Source: an optimization exercise on an open RTL-to-GDS flow (aim: small area). Production flows keep margins and buffers that such runs may drop. Only simulation tests tie the RTL to the original design; equivalence was not proved.

==> run a <==
==> flow/design.v <==
module SYS_TOP (
 input  wire RST_N,
 input  wire CLK,
 input  wire UART_RX_IN,
 output wire UART_TX_O,
 output wire parity_error,
 output wire framing_error
);
reg        r2_p32, r2_p16, r2_typ, r2_en;      
reg  [4:0] r3;                                
wire [7:0] REG2 = {r2_p32, r2_p16, ~(r2_p32 | r2_p16), 3'b000, r2_typ, r2_en};
wire [7:0] REG3 = {2'b00, ~|r3, r3};
reg [3:0] lo;
reg       h;
reg       rinit;
always @(posedge CLK or negedge RST_N) begin
	if (~RST_N) begin
		lo    <= 4'd0;
		h     <= 1'b0;
		rinit <= 1'b0;
	end
	else begin
		lo <= lo + 4'd1;
		if (lo == 4'd15) begin
			h <= ~h;
			if (h)
				rinit <= 1'b1;
		end
	end
end
reg       ract;
reg [1:0] rt;           
reg [3:0] rbit;
reg [7:0] rsr;
reg       rpar;
reg       perr, ferr;
wire rx       = UART_RX_IN;
wire rsamp    = ract & ({h, lo[3]} == rt) & (lo[2:0] == 3'd0);
wire r_start  = (rbit == 4'd7);
wire r_data   = rbit[3];
wire r_par    = r2_en & (rbit == 4'd0);
wire r_stop   = r2_en ? (rbit == 4'd1) : (rbit == 4'd0);
wire r_past   = (rbit == 4'd2) | (~r2_en & (rbit == 4'd1));
wire r_perr   = rx ^ rpar;
wire r_good   = ~(r2_en & perr);      
wire rx_valid = rsamp & r_stop & rx & r_good;
wire r_idle   = (r_start & rx) | (r_stop & rx) | r_past;
wire wr_bit;            
always @(posedge CLK) begin
	if (~ract)
		rt <= {h, lo[3]} + 2'd2;
	if (~ract)
		rbit <= 4'd7;
	else if (rsamp)
		rbit <= rbit + 4'd1;
	if (wr_bit)
		rsr <= {rsr[0], rsr[7:1]};
	else if (rsamp & r_data)
		rsr <= {rx, rsr[7:1]};
	if (rsamp & r_start)
		rpar <= r2_typ;
	else if (rsamp & r_data)
		rpar <= rpar ^ rx;
end
always @(posedge CLK or negedge RST_N) begin
	if (~RST_N) begin
		ract <= 1'b0;
		perr <= 1'b0;
		ferr <= 1'b0;
	end
	else begin
		if (~ract)
			ract <= ~rx;
		else if (rsamp & r_idle)
			ract <= 1'b0;
		if (rsamp & r_par)
			perr <= r_perr;
		if (rsamp & r_stop & r_good)
			ferr <= ~rx;
	end
end
assign parity_error  = perr;
assign framing_error = ferr;
localparam [2:0] C_IDLE = 3'd0, C_WADDR = 3'd1, C_RADDR = 3'd2, C_STUCK = 3'd3,
                 C_OPA  = 3'd4, C_OPB   = 3'd5, C_WDATA = 3'd6, C_FUNC  = 3'd7;
reg [2:0] cst;
reg [1:0] eph;
wire op_a = (cst == C_FUNC);
wire op_w = cst[2] & ~op_a;
wire e_wait = eph[0];
wire e_act  = eph[1];
reg [3:0] pa;           
wire [3:0] fn = pa;
wire lowreg     = (pa[3:2] == 2'b00);
wire wend       = (lo[2:0] == 3'd7) & (lo[3] != pa[0]);
wire wstart     = wend & (lowreg | ((h ^ lo[3]) == pa[1]));
wire rd_end     = wend;
assign wr_bit = e_act & op_w;
reg  [15:0] r01;
reg  [31:0] ring1, ring2, ring3;       
wire wr01 = wr_bit & lowreg;
wire wr1  = wr_bit & (pa[3:2] == 2'd1);
wire wr2  = wr_bit & (pa[3:2] == 2'd2);
wire wr3  = wr_bit & (pa[3:2] == 2'd3);
always @(posedge CLK) begin
	r01   <= {wr01 ? rsr[0] : (rinit & r01[0]), r01[15:1]};
	ring1 <= {ring1[30:0], wr1 ? rsr[0] : (rinit & ring1[31])};
	ring2 <= {ring2[30:0], wr2 ? rsr[0] : (rinit & ring2[31])};
	ring3 <= {ring3[30:0], wr3 ? rsr[0] : (rinit & ring3[31])};
end
reg  [15:0] S;
reg         c, d, e;
reg  [3:0]  tbit;       
wire [3:0]  p = tbit;
wire is_mul  = (fn == 4'd2);
wire is_div  = (fn == 4'd3);
wire is_cmp  = (fn == 4'd10) | (fn == 4'd11) | (fn == 4'd12);
wire step    = (is_mul & p[3]) | (is_div & (p[3] | (p[2:0] == 3'd7)));
wire cmp_out = is_cmp & (p == 4'd15);
wire a_last  = (p == 4'd15);
wire lowk = ~lo[3];
wire xg   = r01[0] & lowk;      
wire yg   = r01[8] & lowk;      
wire a1   = r01[1];             
wire a9   = r01[9];             
wire b1   = r01[1];             
reg  ax, ay;
always @(*) begin
	if (step & is_mul) begin
		ax = S[1];
		ay = a9 & d;
	end
	else if (step) begin
		ax = S[0];
		ay = (b1 & (lo != 4'd15)) ^ e;
	end
	else begin
		ax = xg;
		ay = ((fn == 4'd14) ? xg : yg) ^ ((fn == 4'd1) | is_cmp);
	end
end
wire sum  = ax ^ ay ^ c;
wire cout = (ax & ay) | (ax & c) | (ay & c);
reg alu_sin;
reg [3:0] lut;          
always @(*) begin
	case (fn)
		4'd2   : lut = 4'b1010;
		4'd3   : lut = 4'b1100;
		4'd4   : lut = 4'b1000;
		4'd5   : lut = 4'b1110;
		4'd6   : lut = 4'b0111;
		4'd7   : lut = 4'b0001;
		4'd8   : lut = 4'b0110;
		default: lut = 4'b1001;
	endcase
end
always @(*) begin
	if (step & is_mul)
		alu_sin = (lo == 4'd15) ? c : (lo >= 4'd7) ? sum : S[1];
	else if (step)
		alu_sin = (lo == 4'd0) ? e : (a_last & lo[3]) ? 1'b0 : d;
	else if (cmp_out)
		alu_sin = (lo == 4'd0) ? (((fn == 4'd10) & e) | ((fn == 4'd12) & ~c)) :
		          (lo == 4'd1) ? (((fn == 4'd11) & c & ~e) | ((fn == 4'd12) & ~c)) : 1'b0;
	else if (fn == 4'd13)
		alu_sin = a1 & (lo < 4'd7);
	else if ((fn[3:1] == 3'b000) | (fn[3:1] == 3'b101) | (fn[3:1] == 3'b110) | (fn == 4'd14))
		alu_sin = sum;
	else
		alu_sin = lut[{xg, yg}];
end
wire [7:0] lreg = pa[0] ? REG3 : REG2;
wire rd_sin = ~lowreg ? (pa[3] ? (pa[2] ? ring3[31] : ring2[31]) : ring1[31]) :
              pa[1]   ? lreg[lo[2:0]] : r01[0];
reg       tact;
reg [4:0] ttm;
reg       tmore, tpar;
wire tend    = (ttm == r3);
wire t_start = (tbit == 4'd7);
wire t_data  = tbit[3];
wire t_par   = r2_en & (tbit == 4'd0);
wire t_stop  = r2_en ? (tbit == 4'd1) : (tbit == 4'd0);
wire rd_done  = e_act & ~op_w & ~op_a & rd_end;
wire alu_done = e_act & op_a & (lo == 4'd15) & a_last;
wire tx_go    = rd_done | alu_done;
wire sh  = (e_act & ~op_w) | (tact & tend & t_data);
wire sin = op_a ? alu_sin : rd_sin;
always @(posedge CLK) begin
	if (sh)
		S <= {sin, S[15:1]};
	if (e_wait) begin
		c <= (fn == 4'd1) | is_cmp;
		e <= 1'b1;
	end
	else if (e_act) begin
		if (step & (lo < 4'd7))
			c <= is_div & e;
		else if (~step & ~is_cmp & (lo == 4'd15))
			c <= (fn == 4'd1);
		else if (~cmp_out)
			c <= cout;
		if (step & is_mul) begin
			if (lo == 4'd0)
				d <= S[0];
		end
		else
			d <= (lo >= 4'd7) ? sum : S[0];
		if (step & (lo == 4'd15))
			e <= ~sum;
		else if (is_cmp & ~cmp_out)
			e <= e & ~(xg ^ yg);
	end
	if (rx_valid & ~e_wait & ~e_act) begin
		if (cst == C_WADDR || cst == C_RADDR || cst == C_FUNC)
			pa <= rsr[3:0];
		else if (cst == C_OPA)
			pa <= 4'd0;
		else if (cst == C_OPB)
			pa <= 4'd1;
	end
	if (tx_go) begin
		tbit  <= 4'd7;
		ttm   <= 5'd1;
		tmore <= alu_done;
	end
	else if (tact) begin
		ttm <= tend ? 5'd1 : ttm + 5'd1;
		if (tend) begin
			if (t_stop) begin
				tbit  <= 4'd7;
				tmore <= 1'b0;
			end
			else
				tbit <= tbit + 4'd1;
			if (t_start)
				tpar <= r2_typ;
			else if (t_data)
				tpar <= tpar ^ S[0];
		end
	end
	else if (e_wait)
		tbit <= 4'd6;
	else if (e_act & (lo == 4'd15))
		tbit <= tbit + 4'd1;
end
always @(posedge CLK or negedge RST_N) begin
	if (~RST_N) begin
		cst    <= C_IDLE;
		eph    <= 2'd0;
		tact   <= 1'b0;
		r2_p32 <= 1'b1;
		r2_p16 <= 1'b0;
		r2_typ <= 1'b0;
		r2_en  <= 1'b1;
		r3     <= 5'd0;
	end
	else begin
		if (e_wait) begin
			if (op_w & (pa[3:1] == 3'b001)) begin
				if (pa[0])
					r3 <= rsr[4:0];
				else begin
					r2_p32 <= rsr[7];
					r2_p16 <= rsr[6];
					r2_typ <= rsr[1];
					r2_en  <= rsr[0];
				end
			end
			if (op_w & (pa[3:1] == 3'b001)) begin
				eph <= 2'd0;
				cst <= C_IDLE;
			end
			else if (op_a ? (lo == 4'd15) : wstart)
				eph <= 2'd2;
		end
		if (e_act & (op_w ? (lo[2:0] == 3'd7) : op_a ? alu_done : rd_end)) begin
			eph <= 2'd0;
			cst <= (cst == C_OPA) ? C_OPB : (cst == C_OPB) ? C_FUNC : C_IDLE;
		end
		if (rx_valid & ~e_wait & ~e_act) begin
			case (cst)
				C_IDLE : if ((rsr[7:4] == rsr[3:0]) & rsr[3] & (rsr[2] ^ rsr[1]))
				         	cst <= {rsr[2], rsr[0], ~(rsr[2] ^ rsr[0])};
				C_WADDR: cst <= C_WDATA;
				C_STUCK: ;
				C_FUNC : if (rsr[3:0] == 4'hF) cst <= C_STUCK; else eph <= 2'd1;
				default: eph <= 2'd1;
			endcase
		end
		if (tx_go)
			tact <= 1'b1;
		else if (tact & tend & t_stop & ~tmore)
			tact <= 1'b0;
	end
end
assign UART_TX_O = ~tact | (~t_start & (t_data ? S[0] : (t_par ? tpar : 1'b1)));
endmodule
==> flow/flow/run.sh <==
#!/bin/bash
# The standard layout (standard.sh: unchanged synthesis, floorplan,
# placement, CTS, routing, finishing) with two changes:
#  - after synthesis, OpenROAD's restructure re-maps the combinational logic
#    for area (flow/restructure.tcl, run as ORFS's POST_SYNTH_TCL hook);
#  - clock tree synthesis inserts no dummy loads (it still uses clkbuf_8).
# standard.sh's make output goes to standard.log; ORFS keeps each step's log
# under orfs/logs.
set -o pipefail
here=$(pwd)
cp standard.sh standard.sh.log
export POST_SYNTH_TCL="$here/flow/restructure.tcl"
export CTS_ARGS="-sink_clustering_enable -repair_clock_nets -buf_list sky130_fd_sc_hd__clkbuf_8 -dont_use_dummy_load"
bash standard.sh > standard.log 2>&1
status=$?
tail -40 standard.log
exit $status
==> flow/flow/restructure.tcl <==
# Run by ORFS right after it reads the synthesized netlist (POST_SYNTH_TCL):
# re-map the combinational logic for area with OpenROAD's restructure (ABC).
# Registers are not touched, so they keep the standard synthesis's names
# and cell types.
if { [info exists ::env(LIB_FILES)] } {
  set rs_lib [lindex $::env(LIB_FILES) 0]
} else {
  set rs_lib /OpenROAD-flow-scripts/flow/platforms/sky130hd/lib/sky130_fd_sc_hd__tt_025C_1v80.lib
}
set rs_dir [file normalize restructure_work]
file mkdir $rs_dir
report_design_area
restructure -target area -liberty_file $rs_lib \
  -tielo_port sky130_fd_sc_hd__conb_1/LO -tiehi_port sky130_fd_sc_hd__conb_1/HI \
  -work_dir $rs_dir -abc_logfile $rs_dir/abc.log
report_design_area
==> flow/standard.sh <==
#!/bin/bash
# synth_recipe.tcl (not shown) runs the flow's synth.tcl, then flattens the netlist and writes it again
# the make line also repeats each setting of config.mk as NAME=value (left out here)
make -C /OpenROAD-flow-scripts/flow DESIGN_CONFIG=/design/flow/config.mk WORK_HOME=/design/flow/orfs CLKGATE_MAP_FILE= SYNTH_SCRIPT=/design/flow/synth_recipe.tcl "${@:-finish}"
==> flow/config.mk <==
export PLATFORM = sky130hd
export DESIGN_NAME = SYS_TOP
export DESIGN_NICKNAME = SYS_TOP
export VERILOG_FILES = /design/flow/design.v
export SDC_FILE = /design/flow/constraint.sdc
export NUM_CORES = 4
export LEC_CHECK = 0
export ABC_AREA = 1
export CAP_MARGIN = 20
export CORE_MARGIN = 2
export CORE_UTILIZATION = 40
export CTS_BUF_LIST = sky130_fd_sc_hd__clkbuf_8
export SLEW_MARGIN = 20
==> flow/constraint.sdc <==
create_clock -name core_clock -period 40.0 [get_ports {CLK}]
set_input_delay 8.0000 -clock core_clock [delete_from_list [all_inputs] [get_ports {CLK}]]
set_output_delay 8.0000 -clock core_clock [all_outputs]
set_load 0.01 [all_outputs]
==> inputs of run b, as changes to run a <==
--- a/flow/design.v
+++ b/flow/design.v
@@ -12,10 +12,14 @@
 wire [7:0] REG3 = {2'b00, ~|r3, r3};
 reg [3:0] lo;
-reg       h;
+reg [1:0] hi;
 reg       rinit;
+reg       h;            
+always @(posedge CLK)
+	if (lo == 4'd15)
+		h <= ~h;
 always @(posedge CLK or negedge RST_N) begin
 	if (~RST_N) begin
 		lo    <= 4'd0;
-		h     <= 1'b0;
+		hi    <= 2'd1;
 		rinit <= 1'b0;
 	end
@@ -23,6 +27,6 @@
 		lo <= lo + 4'd1;
 		if (lo == 4'd15) begin
-			h <= ~h;
-			if (h)
+			hi <= hi_n;
+			if (hi == 2'd3)
 				rinit <= 1'b1;
 		end
@@ -37,9 +41,9 @@
 wire rx       = UART_RX_IN;
 wire rsamp    = ract & ({h, lo[3]} == rt) & (lo[2:0] == 3'd0);
-wire r_start  = (rbit == 4'd7);
-wire r_data   = rbit[3];
-wire r_par    = r2_en & (rbit == 4'd0);
-wire r_stop   = r2_en ? (rbit == 4'd1) : (rbit == 4'd0);
-wire r_past   = (rbit == 4'd2) | (~r2_en & (rbit == 4'd1));
+wire r_start  = (rbit == 4'd0);
+wire r_data   = (rbit != 4'd0) & (rbit <= 4'd8);
+wire r_par    = r2_en & (rbit == 4'd9);
+wire r_stop   = r2_en ? (rbit == 4'd10) : (rbit == 4'd9);
+wire r_past   = (rbit >= 4'd10) & ~r_stop;
 wire r_perr   = rx ^ rpar;
 wire r_good   = ~(r2_en & perr);      
@@ -51,5 +55,5 @@
 		rt <= {h, lo[3]} + 2'd2;
 	if (~ract)
-		rbit <= 4'd7;
+		rbit <= 4'd0;
 	else if (rsamp)
 		rbit <= rbit + 4'd1;
@@ -93,19 +97,19 @@
 wire [3:0] fn = pa;
 wire lowreg     = (pa[3:2] == 2'b00);
-wire wend       = (lo[2:0] == 3'd7) & (lo[3] != pa[0]);
-wire wstart     = wend & (lowreg | ((h ^ lo[3]) == pa[1]));
+wire [1:0] hi_n = (hi == 2'd3) ? 2'd1 : hi + 2'd1;
+wire wsel       = lowreg ? pa[0] : pa[1];
+wire wend       = (lo[2:0] == 3'd7) & (lo[3] != wsel);
+wire wstart     = wend & (lowreg | ((lo[3] ? hi_n : hi) == pa[3:2]));
 wire rd_end     = wend;
 assign wr_bit = e_act & op_w;
 reg  [15:0] r01;
-reg  [31:0] ring1, ring2, ring3;       
+reg  [47:0] ringA, ringB;
 wire wr01 = wr_bit & lowreg;
-wire wr1  = wr_bit & (pa[3:2] == 2'd1);
-wire wr2  = wr_bit & (pa[3:2] == 2'd2);
-wire wr3  = wr_bit & (pa[3:2] == 2'd3);
+wire wrA  = wr_bit & ~lowreg & ~pa[0];
+wire wrB  = wr_bit & ~lowreg & pa[0];
 always @(posedge CLK) begin
 	r01   <= {wr01 ? rsr[0] : (rinit & r01[0]), r01[15:1]};
-	ring1 <= {ring1[30:0], wr1 ? rsr[0] : (rinit & ring1[31])};
-	ring2 <= {ring2[30:0], wr2 ? rsr[0] : (rinit & ring2[31])};
-	ring3 <= {ring3[30:0], wr3 ? rsr[0] : (rinit & ring3[31])};
+	ringA <= {ringA[46:0], wrA ? rsr[0] : (rinit & ringA[47])};
+	ringB <= {ringB[46:0], wrB ? rsr[0] : (rinit & ringB[47])};
 end
 reg  [15:0] S;
@@ -117,5 +121,5 @@
 wire is_cmp  = (fn == 4'd10) | (fn == 4'd11) | (fn == 4'd12);
 wire step    = (is_mul & p[3]) | (is_div & (p[3] | (p[2:0] == 3'd7)));
-wire cmp_out = is_cmp & (p == 4'd15);
+wire cmp_out = is_cmp & p[0];
 wire a_last  = (p == 4'd15);
 wire lowk = ~lo[3];
@@ -172,5 +176,5 @@
 end
 wire [7:0] lreg = pa[0] ? REG3 : REG2;
-wire rd_sin = ~lowreg ? (pa[3] ? (pa[2] ? ring3[31] : ring2[31]) : ring1[31]) :
+wire rd_sin = ~lowreg ? (pa[0] ? ringB[47] : ringA[47]) :
               pa[1]   ? lreg[lo[2:0]] : r01[0];
 reg       tact;
@@ -178,8 +182,7 @@
 reg       tmore, tpar;
 wire tend    = (ttm == r3);
-wire t_start = (tbit == 4'd7);
-wire t_data  = tbit[3];
-wire t_par   = r2_en & (tbit == 4'd0);
-wire t_stop  = r2_en ? (tbit == 4'd1) : (tbit == 4'd0);
+wire t_data  = (tbit != 4'd0) & (tbit <= 4'd8);
+wire t_par   = r2_en & (tbit == 4'd9);
+wire t_stop  = r2_en ? (tbit == 4'd10) : (tbit == 4'd9);
 wire rd_done  = e_act & ~op_w & ~op_a & rd_end;
 wire alu_done = e_act & op_a & (lo == 4'd15) & a_last;
@@ -197,6 +200,4 @@
 		if (step & (lo < 4'd7))
 			c <= is_div & e;
-		else if (~step & ~is_cmp & (lo == 4'd15))
-			c <= (fn == 4'd1);
 		else if (~cmp_out)
 			c <= cout;
@@ -221,5 +222,5 @@
 	end
 	if (tx_go) begin
-		tbit  <= 4'd7;
+		tbit  <= 4'd0;
 		ttm   <= 5'd1;
 		tmore <= alu_done;
@@ -229,10 +230,10 @@
 		if (tend) begin
 			if (t_stop) begin
-				tbit  <= 4'd7;
+				tbit  <= 4'd0;
 				tmore <= 1'b0;
 			end
 			else
 				tbit <= tbit + 4'd1;
-			if (t_start)
+			if (tbit == 4'd0)
 				tpar <= r2_typ;
 			else if (t_data)
@@ -241,5 +242,5 @@
 	end
 	else if (e_wait)
-		tbit <= 4'd6;
+		tbit <= is_mul ? 4'd7 : is_div ? 4'd6 : is_cmp ? 4'd14 : 4'd15;
 	else if (e_act & (lo == 4'd15))
 		tbit <= tbit + 4'd1;
@@ -295,4 +296,4 @@
 	end
 end
-assign UART_TX_O = ~tact | (~t_start & (t_data ? S[0] : (t_par ? tpar : 1'b1)));
+assign UART_TX_O = ~tact | ((tbit != 4'd0) & (t_data ? S[0] : (t_par ? tpar : 1'b1)));
 endmodule
==> flow/flow/run.sh (replaced) <==
#!/bin/bash
# The standard layout (the standard.sh, unchanged synthesis, floorplan,
# placement, routing and finishing), except that clock tree synthesis is told
# not to insert dummy loads. The clock tree still uses only clkbuf_8 cells.
set -o pipefail
cp standard.sh standard.sh.log
export CTS_ARGS="-sink_clustering_enable -repair_clock_nets -buf_list sky130_fd_sc_hd__clkbuf_8 -dont_use_dummy_load"
bash standard.sh > standard.log 2>&1
status=$?
tail -40 standard.log
exit $status
removed: flow/flow/restructure.tcl
==> notes.md <==
| quantity | run b | run a |
|---|---|---|
| Outcome | finished clean | stopped before the end |
| Last stage reached | - | 1_synth |
| Number of warnings reported in the yosys synthesis log | 1 | 1 |

## separate check: timing with driven ports
How much do the figures lean on ideal ports? The routed layout below was timed once more, with nothing changed but the port constraints.
Step 1, drivers: a clkbuf_16 drives CLK and a buf_2 each remaining input, both assumed.
Step 2 moves the port delays by t, midway between the first and last clock arrival at a register: inputs arrive t later, outputs are due t later. That takes back most of the time a late clock gives input paths.
Three values: ideal, step 1, step 2; two values: the first two.
run: run b
shift t [ns]: 0.460
slack for setup (ns): 29.772 / 29.738 / 30.198
pins driven straight from the clock port: 1
After both steps run b still meets setup and hold. The setup slack of run b moves by -0.034 ns with the drivers and by +0.426 ns with both steps.
